Source: an optimization exercise on an open RTL-to-GDS flow (aim: small area and a short achievable clock period). Production flows keep margins and buffers that such runs may drop. The RTL was checked by simulation tests, not by an equivalence proof against the original design. Power figures rest on the tool's default switching activity, not on a simulated workload.

==> design.v <==
module arithmetic_logic_unit (input [15:0] a, b,
							  input [3:0] opcode,
							  input [1:0] cz,
							  input clk, rst,
							  input c_in, z_in,
							  output reg [15:0] result,
							  output reg c_out, z_out);
	always@(*) begin	
	case(opcode)	
		4'b0000: 
			begin
			{c_out, result} = a + b;
			z_out = ~(|result);
			end
		4'b0001: 
			begin
			if (cz == 2'b00) 
				{c_out, result} = a + b;
			else if (cz == 2'b01)
				{c_out, result} = z_in ? (a + b) : 17'd0;
			else if (cz == 2'b10)
				{c_out, result} = c_in ? (a + b) : 17'd0;
			else
				{c_out, result} = a + {b[14:0], 1'b0};
			z_out = ~(|result);
			end
		4'b0010:
			begin
			if (cz == 2'b00) 
				result = ~(a & b);
			else if (cz == 2'b01)
				result = z_in ? (~(a & b)) : 16'h0000;
			else if (cz == 2'b10)
				result = c_in ? (~(a & b)) : 16'h0000;
			else
				result = 16'h0000;
			z_out = ~(|result);
			c_out = c_in;
			end
		4'b0100:
			begin
				result = a + b;
				z_out = z_in;
				c_out = c_in;
			end
		4'b0101:
			begin
				result = a + b;
				z_out = z_in;
				c_out = c_in;
			end
		4'b1000:
			begin
				result = a - b;
				z_out = ~(|result);
				c_out = c_in;
			end
		4'b1011:
			begin
				result = a + b;
				z_out = z_in;
				c_out = c_in;
			end
		default:
			begin
				result = a + b;
				z_out = z_in;
				c_out = c_in;
			end
	endcase
	end
endmodule
module controller (input [3:0] opcode, 	
				   output reg [1:0] choose_wb_data,
				   output reg pc_en, 
				   output reg reg_write_en,
				   output reg c_write_en,
				   output reg z_write_en,
					output reg loadz_choose,
				   output reg alu_choose,
				   output reg mem_write,
				   output reg mem_read, 
				   output reg branch_beq,
				   output reg jump_jal,
				   output reg jump_jlr, 
				   output reg jump_jri);
	always@(*) begin
		case (opcode)
			4'b0000 :  
			begin
				choose_wb_data = 2'b11; alu_choose = 0; branch_beq = 0; jump_jal = 0;
				jump_jri = 0; jump_jlr = 0; mem_write = 0; mem_read = 0; pc_en = 1; 
				reg_write_en = 1; c_write_en = 1; z_write_en = 1; loadz_choose = 0;
			end
			4'b0001 :  
			begin
				choose_wb_data = 2'b11; alu_choose = 1; branch_beq = 0; jump_jal = 0;
				jump_jri = 0; jump_jlr = 0; mem_write = 0; mem_read = 0; pc_en = 1;
				reg_write_en = 1; c_write_en = 1; z_write_en = 1; loadz_choose = 0;
			end
			4'b0010 :  
			begin
				choose_wb_data = 2'b11; alu_choose = 1; branch_beq = 0; jump_jal = 0;
				jump_jri = 0; jump_jlr = 0; mem_write = 0; mem_read = 0; pc_en = 1;
				reg_write_en = 1; c_write_en = 0; z_write_en = 1; loadz_choose = 0;
			end
			4'b0011 :  
			begin
				choose_wb_data = 2'b10; alu_choose = 0; branch_beq = 0; jump_jal = 0;
				jump_jri = 0; jump_jlr = 0; mem_write = 0; mem_read = 0; pc_en = 1; 
				reg_write_en = 1; c_write_en = 0; z_write_en = 1; loadz_choose = 0;
			end
			4'b0100 :  
			begin
				choose_wb_data = 2'b01; alu_choose = 0; branch_beq = 0; jump_jal = 0;
				jump_jri = 0; jump_jlr = 0; mem_write = 0; mem_read = 1; pc_en = 1;
				reg_write_en = 1; c_write_en = 0; z_write_en = 1; loadz_choose = 1;				
			end
			4'b0101 :  
			begin
				choose_wb_data = 2'b00; alu_choose = 0; branch_beq = 0; jump_jal = 0;
				jump_jri = 0; jump_jlr = 0; mem_write = 1; mem_read = 0; pc_en = 1; 
				reg_write_en = 0; c_write_en = 0; z_write_en = 0; loadz_choose = 0;
			end
			4'b1000 :  
			begin
				choose_wb_data = 2'b00; alu_choose = 1; branch_beq = 1; jump_jal = 0;
				jump_jri = 0; jump_jlr = 0; mem_write = 0; mem_read = 0; pc_en = 1; 
				reg_write_en = 0; c_write_en = 0; z_write_en = 0; loadz_choose = 0;
			end
			4'b1001 :  
			begin
				choose_wb_data = 2'b00; alu_choose = 1; branch_beq = 0; jump_jal = 1;
				jump_jri = 0; jump_jlr = 0; mem_write = 0; mem_read = 0; pc_en = 1; 
				reg_write_en = 1; c_write_en = 0; z_write_en = 0; loadz_choose = 0;
			end
			4'b1010 :  
			begin
				choose_wb_data = 2'b00; alu_choose = 0; branch_beq = 0; jump_jal = 0;
				jump_jri = 0; jump_jlr = 1; mem_write = 0; mem_read = 0; pc_en = 1; 
				reg_write_en = 1; c_write_en = 0; z_write_en = 0; loadz_choose = 0;
			end
			4'b1011 :  
			begin
				choose_wb_data = 2'b00; alu_choose = 0; branch_beq = 0; jump_jal = 0;
				jump_jri = 1; jump_jlr = 0; mem_write = 0; mem_read = 0; pc_en = 1; 
				reg_write_en = 0; c_write_en = 0; z_write_en = 0; loadz_choose = 0;			
			end
			default :
			begin 
				choose_wb_data = 2'b00; alu_choose = 0; branch_beq = 0; jump_jal = 0;
				jump_jri = 0; jump_jlr = 0; mem_write = 0; mem_read = 0; pc_en = 1; 
				reg_write_en = 0; c_write_en = 0; z_write_en = 0; loadz_choose = 0;
			end	
		endcase
	end
endmodule
module instruction_decoder (input [15:0] instruction, 
						    output [3:0] opcode,
						    output reg [2:0] reg_addr1,
						    output reg [2:0] reg_addr2,
						    output reg [2:0] reg_addr3,
						    output reg [1:0] cz,
						    output reg [15:0] immediate);
	assign opcode = instruction [15:12];
	always@(*) begin
	case (opcode)
		4'b0001, 4'b0010: 
			begin
				reg_addr3 = instruction [11:9];
				reg_addr2 = instruction [8:6];
				reg_addr1 = instruction [5:3];
				cz = instruction [1:0];
				immediate = 16'h0000;
			end
		4'b0000 :	
			begin
				reg_addr1 = 3'b000;
				reg_addr2 = instruction [8:6];
				reg_addr3 = instruction [11:9];
				cz = 2'b00;
				immediate = {{10{instruction [5]}},instruction [5:0]};
			end
		4'b0100 :
			begin
				reg_addr1 = 3'b000;
				reg_addr2 = instruction [8:6];
				reg_addr3 = instruction [11:9];
				cz = 2'b00;
				immediate = {{10{instruction[5]}},instruction [5:0]};
			end
		4'b0101, 4'b1000:	
			begin
				reg_addr1 = instruction [11:9];
				reg_addr2 = instruction [8:6];
				reg_addr3 = 3'b000;
				cz = 2'b00;
				immediate = {{10{instruction[5]}},instruction [5:0]};
			end
		4'b1010: 
			begin
				reg_addr1 = 3'b000;
				reg_addr2 = instruction [8:6];
				reg_addr3 = instruction [11:9];
				cz = 2'b00;
				immediate = {{10{instruction[5]}},instruction [5:0]};
			end
		4'b0011: 
			begin
				reg_addr1 = 3'b000;
				reg_addr2 = 3'b000;
				reg_addr3 = instruction [11:9];
				cz = 2'b00;
				immediate = {instruction [8:0], 7'b00000000};
			end
		4'b1001:  
			begin
				reg_addr1 = 3'b000;
				reg_addr2 = 3'b000;
				reg_addr3 = instruction [11:9];
				cz = 2'b00;
				immediate = {{7{instruction[5]}},instruction [8:0]};
			end
		4'b1011:  
			begin
				reg_addr1 = 3'b000;
				reg_addr2 = instruction [11:9];
				reg_addr3 = 3'b000;
				cz = 2'b00;
				immediate = {{7{instruction[5]}},instruction [8:0]};
			end
		default: 
			begin
				reg_addr1 = 3'b000;
				reg_addr2 = 3'b000;
				reg_addr3 = 3'b000;
				cz = 2'b00;
				immediate = 16'b0000;
			end		
	endcase
	end
endmodule
module register_file (input clk, 
						  input rst,
						  input pc_en, 
						  input [15:0] pc_new,  
						  input reg_write_en, 
						  input c_write_en,
						  input z_write_en,
						  input c_data,
						  input z_data,
						  input [2:0] reg_write_dest,  
						  input [15:0] reg_write_data,    
						  input [2:0] reg_read_addr_1,    
						  input [2:0] reg_read_addr_2, 
						  output [15:0] reg_read_data_1,  
						  output [15:0] reg_read_data_2,
						  output reg c_flag, 
						  output reg z_flag,
						  output [15:0] pc_current);
	reg [15:0] reg_array [0:7];  	
	always @ (posedge clk or posedge rst) begin  
		if (rst) begin  
			reg_array [0] <= 16'b0;  
			reg_array [1] <= 16'b0;  
			reg_array [2] <= 16'b0;  
			reg_array [3] <= 16'b0;  
			reg_array [4] <= 16'b0;  
			reg_array [5] <= 16'b0;  
			reg_array [6] <= 16'b0; 
			c_flag <= 1'b0;
			z_flag <= 1'b0;
		end  
		else begin  
			if (reg_write_en) begin 
				case (reg_write_dest)
					3'd0 :reg_array [0] <= reg_write_data;
					3'd1 :reg_array [1] <= reg_write_data;
					3'd2 :reg_array [2] <= reg_write_data;
					3'd3 :reg_array [3] <= reg_write_data;
					3'd4 :reg_array [4] <= reg_write_data;
					3'd5 :reg_array [5] <= reg_write_data;
					3'd6 :reg_array [6] <= reg_write_data;
				endcase		 
			end
			if (c_write_en)	c_flag <= c_data;
			if (z_write_en) 	z_flag <= z_data;
		end
	end 
	always@(posedge clk, posedge rst)   
		if (rst)
			reg_array[7] <= 16'd0;
		else if ((reg_write_en == 1) & (reg_write_dest == 3'd7))
			reg_array[7] <= reg_write_data;
		else if (pc_en == 1)
			reg_array[7] <= pc_new;
	assign pc_current = reg_array[7];
	assign reg_read_data_1 = reg_array [reg_read_addr_1];  
	assign reg_read_data_2 = reg_array [reg_read_addr_2];  
endmodule
module processor (input clk, rst,
                  output [15:0] imem_addr,
                  input  [15:0] imem_data,
                  output [15:0] dmem_addr,
                  output [15:0] dmem_wdata,
                  output dmem_we,
                  output dmem_re,
                  input  [15:0] dmem_rdata);
wire [15:0] pc;
wire [15:0] pc_inc;
wire [15:0] pc_next;
wire [15:0] instruction;
assign pc_inc = pc + 1;
assign imem_addr = pc;
assign instruction = imem_data;
wire [3:0] opcode;
wire [2:0] reg_read_addr1, reg_read_addr2, reg_write_addr3;
wire [1:0] cz;
wire [15:0] immediate;
instruction_decoder idec
	(instruction,
	 opcode,
	 reg_read_addr1, 
	 reg_read_addr2,
	 reg_write_addr3, 
	 cz,
	 immediate);  
wire [1:0] choose_wb_data;
wire pc_en, reg_write_en, c_write_en, z_write_en, alu_choose, loadz_choose;
wire mem_write, mem_read, branch_beq, jump_jal, jump_jlr, jump_jri;
controller cnt 
	(opcode, 
	 choose_wb_data,
	 pc_en, 
	 reg_write_en, 
	 c_write_en,
	 z_write_en,
	 loadz_choose,
	 alu_choose, 
	 mem_write, 
	 mem_read, 
	 branch_beq, 
	 jump_jal,
	 jump_jlr,
	 jump_jri);
wire cout, zout, zout2, cin, zin;
wire [15:0] reg_read_data1, reg_read_data2;
reg [15:0] reg_write_data;
register_file rf  
	(clk, 
	 rst,
	 pc_en, 
	 pc_next,  
	 reg_write_en,
	 c_write_en,
	 z_write_en,
	 cout,
	 zout2,	 
	 reg_write_addr3,  
	 reg_write_data,    
	 reg_read_addr1,    
	 reg_read_addr2, 
	 reg_read_data1,  
	 reg_read_data2,
	 cin, 
	 zin,
	 pc);
wire [15:0] alu_operand1, alu_operand2;
wire [15:0] alu_result;
assign alu_operand1 = alu_choose ? reg_read_data1 : immediate;
assign alu_operand2 = reg_read_data2;
assign zout2 = loadz_choose ? ~(|reg_write_data) : zout;
arithmetic_logic_unit alu 
	(alu_operand1, 
	 alu_operand2,
	 opcode,
	 cz,
	 clk, 
	 rst,
	 cin, 
	 zin,
	 alu_result,
	 cout, 
	 zout);
wire [15:0] mem_access_addr, mem_write_data, mem_read_data;
assign mem_access_addr = alu_result;
assign mem_write_data = reg_read_data1;
assign dmem_addr = mem_access_addr;
assign dmem_wdata = mem_write_data;
assign dmem_we = mem_write;
assign dmem_re = mem_read;
assign mem_read_data = (mem_read == 1'b1) ? dmem_rdata : 16'd0;
always@(*)
begin
	case (choose_wb_data)
		2'b00 : reg_write_data = pc_inc;
		2'b01 : reg_write_data = mem_read_data;
		2'b10 : reg_write_data = {immediate, 7'd0};
		2'b11 : reg_write_data = alu_result;
		default : reg_write_data = alu_result;
	endcase
end
reg [15:0] jump_result;
wire [15:0] pc_plus_imm;
assign pc_plus_imm = pc + immediate;
always@(*)
begin
	if (jump_jri | jump_jlr)
		jump_result = alu_result;
	else if (jump_jal)
		jump_result = pc_plus_imm;
	else if (branch_beq)
		jump_result = zout ? pc_plus_imm : pc_inc;
	else
		jump_result = pc_inc;
end
assign pc_next = (jump_jri | jump_jlr | jump_jal | branch_beq) ? jump_result : pc_inc;
endmodule
==> run.sh <==
#!/bin/bash
# synth_recipe.tcl (not shown) runs the flow's synth.tcl, then flattens the netlist and writes it again
# the make line also repeats each setting of config.mk as NAME=value (left out here)
make -C /OpenROAD-flow-scripts/flow DESIGN_CONFIG=/design/flow/config.mk WORK_HOME=/design/flow/orfs CLKGATE_MAP_FILE= SYNTH_SCRIPT=/design/flow/synth_recipe.tcl finish
==> config.mk <==
export PLATFORM = sky130hd
export DESIGN_NAME = processor
export DESIGN_NICKNAME = processor
export VERILOG_FILES = /design/flow/design.v
export SDC_FILE = /design/flow/constraint.sdc
export NUM_CORES = 4
export LEC_CHECK = 0
export CAP_MARGIN = 20
export CORE_MARGIN = 2
export CORE_UTILIZATION = 40
export SLEW_MARGIN = 20
==> constraint.sdc <==
create_clock -name core_clock -period 12.5 [get_ports {clk}]
set_input_delay 2.5000 -clock core_clock [delete_from_list [all_inputs] [get_ports {clk}]]
set_output_delay 2.5000 -clock core_clock [all_outputs]
set_load 0.01 [all_outputs]
==> results of run 1 <==
registers in the layout, indices dropped and copies added (netlist names):
| register | flops |
|---|---|
| rf.reg_array | 128 |
| rf.c_flag | 1 |
| rf.z_flag | 1 |
power by group through the flow:
stage / combinational, mW / sequential (mW) / clock, mW
after detailed placement: 2.19 / 0.850 / 0
final: 2.26 / 0.858 / 0.513
after floorplan: 1.37 / 0.742 / 0
after CTS: 2.20 / 0.845 / 0.521
after global routing: 2.44 / 0.873 / 0.538
after global placement: 2.18 / 0.853 / 0
layer usage:
metal / track usage / up-vias / wire length, µm / part of all wire
met1: 0.459 / 6760 / 23900 / 0.41
li1: - / 6452 / - / -
met2: 0.559 / 796 / 26100 / 0.45
met3: 0.0688 / 158 / 4980 / 0.085
met5: 0 / - / 0 / 0
met4: 0.195 / 0 / 3480 / 0.059
cell type report:
class / count / area [µm²]
Tap cell: 396 / 495
Inverter: 70 / 268
Fill cell: 3129 / 16300
Multi-Input combinational cell: 1453 / 8680
Clock buffer: 18 / 439
Sequential cell: 130 / 3250
Clock inverter: 14 / 154
Timing Repair Buffer: 140 / 1260
worst paths after layout:
| check | from | slack, ns | to | cells after the start |
|---|---|---|---|---|
| worst max-delay path | imem_data[13] | 0.49 | dmem_addr[11] | 23 |
| worst min-delay path | rf.reg_array[4][5] | 0.52 | rf.reg_array[4][5] | 2 |
| worst max register to register | rf.reg_array[7][0] | 6.11 | rf.reg_array[7][2] | 20 |
| worst min register to register | rf.reg_array[4][5] | 0.52 | rf.reg_array[4][5] | 2 |
| max in group asynchronous | rst | 8.58 | rf.reg_array[7][0] | 3 |
| min in group asynchronous | rst | 2.53 | rf.reg_array[5][8] | 2 |
tightest hold or removal path, stage by stage (launching register included):
cell and delay (ns):
dfrtp_1 0.37, nand2_1 0.05, o21ai_0 0.06
placed cells by master, fill, tap and decap left out, types with 32 or more instances in the layout:
cell type        instances
xnor2_1                 38
dfrtp_1                130
o21ai_0                140
clkdlybuf4s50_1         83
inv_1                   68
a21oi_1                168
ha_1                    68
buf_4                   56
nand2_1                322
nand3_1                 73
nor3_1                  32
nor2_1                 180
per-stage QoR:
stage / std cells / setup slack (ns) / util / total power, mW
floorplan: 1767 / 2.84 / - / 2.11
global placement: 2186 / 0.729 / 0.452 / 3.03
detailed placement: 2187 / 0.503 / 0.452 / 3.04
CTS: 2219 / 0.480 / 0.471 / 3.57
global route: 2221 / 0.199 / 0.472 / 3.85
finish: 2221 / 0.485 / 0.472 / 3.63
timing repair:
action	CTS	global route
resized for setup	0	1
buffers inserted	0	2
endpoints found under the setup margin	0	2
kinds of logic (layout without fill, tap and decap cells):
kind of cell / Yosys count / after routing / share of synthesized area
buf+inv: 184 / 242 / 0.0576
flops: 130 / 130 / 0.258
compound gates: 579 / 579 / 0.299
xor+xnor: 48 / 48 / 0.0334
simple gates: 730 / 730 / 0.256
fa+ha+maj: 72 / 72 / 0.0739
mux: 24 / 24 / 0.0219
==> metrics.md, run 1 <==
| Metric | Value |
|---|---|
| Status | complete, no violations |
| CTS tree | yes |
| Critical Path Start Type | primary input |
| HP Class | reg -> reg |
| Core area | 0.0308 mm² |
| Drt drc | 0 |
| CTS root buffer | clkbuf_16 |
| CP bufs+invs | 4 |
| Max-Cap Viols | 0 |
| WP data arrival | 9.51 ns |
| IO Count | 84 |
| Hold buffers post-CTS | 0 |
| Clock share of power | 0.141 |
| H-tree depth | 4 |
| Critical Path RT | 10.00 ns |
| TNS Setup | 0 ns |
| Synth top area share | 0.258 |
| Pre-antenna DRT Iters | 7 |
| Die Ht | 181 µm |
| Initial antenna violation count | 0 |
| PD cells | 250 mW/mm² |
| Synth Area per Inst | 7.13 µm² |
| Top-count cell post-synth | nand2_1 |
| Via density | 6.38 |
| Share of power burned in registers | 0.236 |
| ANT nets after route | 0 |
| Largest area contributor in the synthesized netlist | dfrtp_1 |
| Most common library cells after synthesis | nand2_1 (323), nor2_1 (181), a21oi_1 (169) |
| Worst skew pair latency | 0.44 ns |
| CP endpoint kind | output pin |
| Nets | 1918 |
| CTS clk-pin slew, worst paths | 0.06 ns |
| Die W | 181 µm |
| Layout cells sized above 1 | 0.0745 |
| Synth unique cells | 82 |
| Peak VDD IR | 157 µV |
| Yosys Warn Count | 6 |
| WL final | 58.5 mm |
| Port Buffers | 83 |
| Sw Share | 0.514 |
| Max-slew violations | 0 |
| Max Clk Rate | 83.2 MHz |
| Ys async rst share | 1.00 |
| Gate Count Post-Synth | 1767 |
| Post-synth top flop | dfrtp_1 |
| First-pass GRT wire length | 87.9 mm |
| Crit-path leading delay family | compound AO/OA/AOI/OAI gates |
| Final instance area | 0.0145 mm² |
| Crit Path Max Fanout | 18 |
| Wire per inst | 26.4 µm |
| Main area contributors after synthesis | dfrtp_1 (26%), nand2_1 (9.6%), ha_1 (6.8%) |
| Initial DRC count | 1585 |
| CTS Buf Count | 17 |
| CP Cell Sequence | clkdlybuf4s50_1 -> inv_1 -> ha_1 -> nor2_1 -> nor2_8 -> a22oi_2 -> buf_4 -> nand2_1 -> a21oi_1 -> a21oi_1 -> o211ai_1 -> nand2_1 -> o21ai_0 -> ha_1 -> o21ai_0 -> o21ai_0 -> nand3_1 -> o31ai_2 -> a21o_1 -> xnor2_1 -> o221ai_1 -> o21bai_1 -> clkdlybuf4s50_1 |
| Sw Pwr | 1.87 mW |
| Num rows | 64 |
| Die ar. | 0.0329 mm² |
| CTS Buffer Depth | 2 |
| Grt ovf | 0 |
| Register area share after synthesis | 0.258 |
| Clock Skews | 0.00984 ns |
| N_diodes | 0 |
| Critical Path Max Stage Delay | 0.90 ns |
| RePlAce Congestion | 1.01 |
| Total track usage | 0.355 |
| WS Path Type | in -> out |
| Internal power | 1.77 mW |
| Vias in the first global route | 13500 |
| Fin Hold WS | 0.518 ns |
| EDFF count, synth | 0 |
| Crit path top cell by count | o21ai_0 |
| Final setup vio count | 0 |
| Post-Syn Area | 0.0126 mm² |
| Hpwl dp | 45.0 mm |
| Worst Tran Pin Value | 1.19 ns |
| Period utilisation layout | 0.961 |
| Via count | 14200 |
| RSZ-0062 raised after global routing | false |
| Net Count, Synth | 1873 |
| Slowest CP cell | a22oi_2 |
| Cell Area, Placed | 0.0139 mm² |
| Slew headroom | 0.208 |
| Clk sink count | 130 |
| Pleak | 6.26 nW |
| Area growth, synth to finish | 15.5% |
| Yosys reg bits | 130 |
| Combinational cell fraction of total power | 0.622 |
| Largest net degree at the start of global routing | 69 |
| Fin crit period | 12.01 ns |
| Hold Fails Final Rpt | 0 |
| Starting Density | 0.409 |
==> run 2, diff against run 1 <==
==> design.v (replaced) <==
module processor (input clk, rst,
                  output [15:0] imem_addr,
                  input  [15:0] imem_data,
                  output [15:0] dmem_addr,
                  output [15:0] dmem_wdata,
                  output dmem_we,
                  output dmem_re,
                  input  [15:0] dmem_rdata);
wire [15:0] ir = imem_data;
wire [3:0] op = ir[15:12];
wire [2:0] fa = ir[11:9];
wire [2:0] fb = ir[8:6];
wire [2:0] fc = ir[5:3];
wire [1:0] cz = ir[1:0];
wire op_adi  = (op == 4'b0000);
wire op_add  = (op == 4'b0001);
wire op_nand = (op == 4'b0010);
wire op_lhi  = (op == 4'b0011);
wire op_lw   = (op == 4'b0100);
wire op_sw   = (op == 4'b0101);
wire op_beq  = (op == 4'b1000);
wire op_jal  = (op == 4'b1001);
wire op_jlr  = (op == 4'b1010);
wire op_jri  = (op == 4'b1011);
reg  [15:0] pc;
reg  [111:0] rf;
reg  [6:0] vld;
reg  cf, zf;
wire [2:0] pa = (op[3] | op[2]) ? fa : fc;
wire [2:0] qa = op_jri ? fa : fb;
reg [15:0] p, q;
integer j;
always @(*) begin
	p = 16'd0;
	q = 16'd0;
	for (j = 0; j < 7; j = j + 1) begin
		p = p | (rf[j*16 +: 16] & {16{(pa == j) & vld[j]}});
		q = q | (rf[j*16 +: 16] & {16{(qa == j) & vld[j]}});
	end
	p = p | (pc & {16{pa == 3'd7}});
	q = q | (pc & {16{qa == 3'd7}});
end
wire [15:0] imm = (op[3] & op[0]) ? {{7{ir[5]}}, ir[8:0]} : {{10{ir[5]}}, ir[5:0]};
wire xsel = op_add | op_nand | op_beq;
wire sh = op_add & (cz == 2'b11);
wire [15:0] x = xsel ? p : imm;
wire [15:0] y = sh ? {q[14:0], 1'b0} : q;
wire [16:0] sum = {1'b0, x} + {1'b0, y};
wire [15:0] s = sum[15:0];
wire [15:0] n = ~(x & y);
wire eq = (x == y);
wire cz_ok = (cz == 2'b00) | ((cz == 2'b01) & zf) | ((cz == 2'b10) & cf);
wire sel_s = op_adi | (op_add & (cz_ok | (cz == 2'b11)));
wire sel_n = op_nand & cz_ok;
wire [15:0] pc_inc = pc + 16'd1;
wire [15:0] pc_add = pc + imm;
wire [15:0] wd = (s & {16{sel_s}}) | (n & {16{sel_n}}) |
                 (dmem_rdata & {16{op_lw}}) |
                 ({ir[1:0], 14'd0} & {16{op_lhi}}) |
                 (pc_inc & {16{op_jal | op_jlr}});
wire wr_en = op_adi | op_add | op_nand | op_lhi | op_lw | op_jal | op_jlr;
wire wr7 = wr_en & (fa == 3'd7);
wire [15:0] pc_next = wr7 ? wd :
                      (op_jal | (op_beq & eq)) ? pc_add :
                      (op_jlr | op_jri) ? s : pc_inc;
always @(posedge clk)
	for (j = 0; j < 7; j = j + 1)
		if (wr_en & (fa == j)) rf[j*16 +: 16] <= wd;
always @(posedge clk or posedge rst)
	if (rst) begin
		vld <= 7'd0;
		pc <= 16'd0;
		cf <= 1'b0;
		zf <= 1'b0;
	end else begin
		for (j = 0; j < 7; j = j + 1)
			if (wr_en & (fa == j)) vld[j] <= 1'b1;
		pc <= pc_next;
		if (op_adi | op_add) cf <= sum[16] & sel_s;
		if (op_adi | op_add | op_nand | op_lw) zf <= ~|wd;
	end
assign imem_addr = pc;
assign dmem_addr = s;
assign dmem_wdata = p;
assign dmem_we = op_sw;
assign dmem_re = op_lw;
endmodule
==> run 2 against run 1 <==
Cell count decreased by 45%; non-clock buffer count down 40; first-iteration DRC count fell by 41%; register-to-register slack improved by 1.4 ns; clock power down 4%; core utilization up 0.78 points; setup slack improved by 1.1 ns; design area shrank 25%; flip-flop and latch count is 7 higher.
==> metrics.md, run 2 <==
| Metric | Value |
|---|---|
| RePlAce Congestion | 0.933 (-7.4%) |
| Initial DRC count | 931 (-41%) |
| Gate Count Post-Synth | 862 (-51%) |
| Slew headroom | 0.236 (+0.0274) |
| Post-synth top flop | edfxtp_1 |
| Worst-case reg-to-reg path depth | 12 (-40%) |
| CP endpoint kind | output pin |
| FF-to-FF End | rf[13] |
| Via density | 6.46 (+1.3%) |
| Multiplexer share of the synthesized area | 0.0553 (+0.0335) |
| Area share of fa/ha/maj cells after synthesis | 0.0468 (-0.0271) |
| CTS tree | yes |
| WS Path Type | in -> out |
| Register area share after synthesis | 0.431 (+0.173) |
| Leading cell type in the layout, fill and taps excluded | edfxtp_1 |
| Critical Path RT | 10.00 ns (about the same) |
| Die Ht | 156 µm (-14%) |
| CTS Buffer Depth | 2 (unchanged) |
| Worst Tran Pin Value | 1.15 ns (-0.0411 ns) |
| Final std cells w/o fill | 1225 (-45%) |
| Most frequent cells in the layout | edfxtp_1 (112), clkdlybuf4s50_1 (83), a22oi_1 (66) |
| Hold-critical path endpoint | vld[0] |
| Die W | 156 µm (-14%) |
| Drt drc | 0 (unchanged) |
| TNS Setup | 0 ns (unchanged) |
| H-tree depth | 4 (unchanged) |
| Core area | 0.0226 mm² (-27%) |
| Max-Cap Viols | 0 (unchanged) |
| Share of power burned in registers | 0.325 (+0.089) |
| Clk sink count | 137 (+5.4%) |
| Main area contributors after synthesis | edfxtp_1 (36%), dfrtp_1 (6.8%), a22oi_1 (5.4%) |
| CP Cell Sequence | clkdlybuf4s50_1 -> nand4b_4 -> mux2i_2 -> and4_1 -> a22o_1 -> a221oi_1 -> and3_1 -> mux2i_1 -> ha_1 -> a211oi_2 -> o21ai_1 -> a2111oi_1 -> o31ai_1 -> a21oi_1 -> xnor2_1 -> clkdlybuf4s50_1 |
| N_diodes | 0 (unchanged) |
| Period utilisation layout | 0.876 (-0.0851) |
| Ys async rst share | 0.182 (-0.818) |
| Critical Path Max Stage Delay | 1.01 ns (+0.11 ns) |
| Initial antenna violation count | 0 (unchanged) |
| WL final | 31.5 mm (-46%) |
| Largest registers | rf: 112 flops, pc: 16 flops, vld: 7 flops |
| Area growth, synth to finish | 17.4% |
| Final setup vio count | 0 (unchanged) |
| Fin Hold WS | 0.497 ns (-0.0211 ns) |
| Wire per inst | 25.7 µm (-2.5%) |
| Post-CTS Resized | 0 (unchanged) |
| RSZ-0062 raised after global routing | false |
| Hold depth | 1 (-1) |
| Slowest CP cell | clkdlybuf4s50_1 |
| Largest family of logic cells by synthesized area | compound AO/OA/AOI/OAI gates |
| Post-CTS setup buffers | 0 (unchanged) |
| Fill count | 2057 (-34%) |
| Sw Share | 0.387 (-0.127) |
| Reg2Reg Launch Point | vld[4] |
| Sw Pwr | 0.774 mW (-59%) |
| Pre-antenna DRT Iters | 8 (+1) |
| Most common library cells after synthesis | edfxtp_1 (112), a22oi_1 (66), nor2_1 (47) |
| Most flops, register | rf |
| Net Count, Synth | 930 (-50%) |
| Port Buffers | 83 (unchanged) |
| Status | complete, no violations |
| CTS clk-pin slew, worst paths | 0.06 ns (about the same) |
| Vias in the first global route | 7463 (-45%) |
| Critical Path Start Type | primary input |
| Top-count cell post-synth | edfxtp_1 |
| Layout cells sized above 1 | 0.129 (+0.0542) |
| CTS Buf Count | 17 (unchanged) |
| WP data arrival | 8.45 ns (-1.06 ns) |
| Num rows | 55 (-14%) |
| Internal power | 1.22 mW (-31%) |
| Max Clk Rate | 91.3 MHz (+9.7%) |
| Max FFs per register | 112 (-13%) |
| Pleak | 3.97 nW (-37%) |
| ANT nets after route | 0 (unchanged) |
| Combinational cell fraction of total power | 0.428 (-0.194) |
| Nets | 995 (-48%) |
| Synth unique cells | 82 (unchanged) |
| Crit path top cell by count | clkdlybuf4s50_1 |
| Placed insts | 1193 (-45%) |
| Synth top area share | 0.364 (+0.105) |
| Compound-Gate Fraction of Synth Area | 0.237 (-0.0621) |
| Synth Area per Inst | 10.7 µm² (+50%) |
| Clock Skews | 0.00992 ns (+0.0000846 ns) |
| HP Class | reg -> reg |
| Post-Syn Area | 0.00925 mm² (-27%) |
| Max-slew violations | 0 (unchanged) |
| Reg2reg setup slack | 7.51 ns (+1.40 ns) |
| Die ar. | 0.0243 mm² (-26%) |
| Peak VDD IR | 97.7 µV (-38%) |
| CTS root buffer | clkbuf_16 |
| Fin crit period | 10.95 ns (-1.06 ns) |
| PD cells | 184 mW/mm² (-26%) |
| Yosys reg bits | 137 (+5.4%) |
| First-pass GRT wire length | 46.1 mm (-48%) |
| Worst skew pair latency | 0.43 ns (about the same) |
| Worst Hold Launch | vld[0] |
| IO Count | 84 (unchanged) |
| Yosys Warn Count | 1 (-5) |
| EDFF count, synth | 112 (+112) |
| Largest area contributor in the synthesized netlist | edfxtp_1 |
| Largest net degree at the start of global routing | 26 (-62%) |
| Via count | 7913 (-44%) |
| Hold buffers post-CTS | 0 (unchanged) |
| Hold Fails Final Rpt | 0 (unchanged) |
| Simple-Gate Fraction of Synth Area | 0.147 (-0.109) |
| Hpwl dp | 22.2 mm (-51%) |
| Grt ovf | 0 (unchanged) |
| XOR/XNOR share of the synthesized area | 0.0396 (+0.00627) |
| Clock share of power | 0.247 (+0.106) |
| Total track usage | 0.257 (-0.0986) |
| Starting Density | 0.408 (about the same) |
| Crit Path Max Fanout | 19 (+1) |
==> run 2: layout make-up <==
type / count / area, µm² / area share
Clock buffer: 17 / 425 / 0.0392
Clock inverter: 15 / 151 / 0.0139
Inverter: 25 / 93.8 / 0.00864
Multi-Input combinational cell: 646 / 4880 / 0.450
Sequential cell: 137 / 3990 / 0.367
Tap cell: 285 / 357 / 0.0328
Timing Repair Buffer: 100 / 958 / 0.0883
==> run 2: worst max path at each step <==
stage | cells after the start | startpoint | slack [ns] | end
after detailed placement | 16 | imem_data[12] | 1.60 | dmem_addr[13]
after floorplan | 16 | imem_data[15] | 3.88 | dmem_addr[13]
after global routing | 16 | imem_data[12] | 1.04 | dmem_addr[13]
final | 16 | imem_data[12] | 1.55 | dmem_addr[13]
after global placement | 16 | imem_data[12] | 1.62 | dmem_addr[13]
after CTS | 16 | imem_data[12] | 1.58 | dmem_addr[13]
==> run 2: cells by family after synthesis <==
kind of cell,Yosys count
adder cells (fa/ha/maj),34
multiplexers,45
buffers and inverters,79
XOR/XNOR,41
flip-flops,137
AND/OR/NAND/NOR,238
AO/OA/AOI/OAI,288
==> run 2: worst max-delay path: cells and delay by family <==
kind                     cells  cell delay (ns)
buffers and inverters        2             1.60
XOR/XNOR                     1             0.18
multiplexers                 2             0.70
AO/OA/AOI/OAI                7             1.82
AND/OR/NAND/NOR              3             1.28
adder cells (fa/ha/maj)      1             0.33
==> run 2: power by group through the flow <==
stage | registers (mW) | logic, mW | clock network (mW)
detailed placement | 0.654 | 0.836 | 0
global placement | 0.655 | 0.837 | 0
finish | 0.649 | 0.855 | 0.494
CTS | 0.644 | 0.842 | 0.499
floorplan | 0.618 | 0.528 | 0
global route | 0.653 | 0.921 | 0.520
==> run 2: metal layers <==
metal / part of all wire / GRT usage / wire length (µm)
met5: 0 / 0 / 0
met2: 0.44 / 0.405 / 14000
met3: 0.096 / 0.0467 / 3040
met1: 0.42 / 0.346 / 13300
met4: 0.038 / 0.114 / 1210
==> run 2: stage by stage <==
step | utilization | cell area, µm² | setup WS (ns) | total power [mW]
floorplan | - | 9250 | 3.88 | 1.15
global placement | 0.454 | 10300 | 1.62 | 1.49
detailed placement | 0.454 | 10300 | 1.60 | 1.49
CTS | 0.480 | 10900 | 1.58 | 1.99
global route | 0.480 | 10900 | 1.04 | 2.09
finish | 0.480 | 10900 | 1.55 | 2.00

separate check: timing with driven ports:
In the flow no input, the clock included, has a driving cell. The finished layouts below were timed again as built, in two steps. Step 1 assumes that a clkbuf_16 drives the clock port and a buf_2 every other input. Step 2 moves the port delays by t, midway between the first and last clock arrival at a register: inputs arrive t later, outputs are due t later. That takes back most of the time a late clock gives input paths. Slacks: ideal / step 1 / step 2; pairs: ideal / step 1.
| run | t, ns | slack for setup (ns) | clock arrival spread, ns | slew at the worst register clock pin (ns) |
|---|---|---|---|---|
| run 1 | 0.480 | 0.485 / 0.459 / 0.459 | 0.010 / 0.010 | 0.07 / 0.07 |
| run 2 | 0.466 | 1.548 / 1.523 / 1.523 | 0.009 / 0.010 | 0.06 / 0.06 |
After both steps every run listed still meets setup and hold. The setup slack of run 1, which loses most, moves by -0.026 ns with the drivers and by -0.026 ns with both steps.
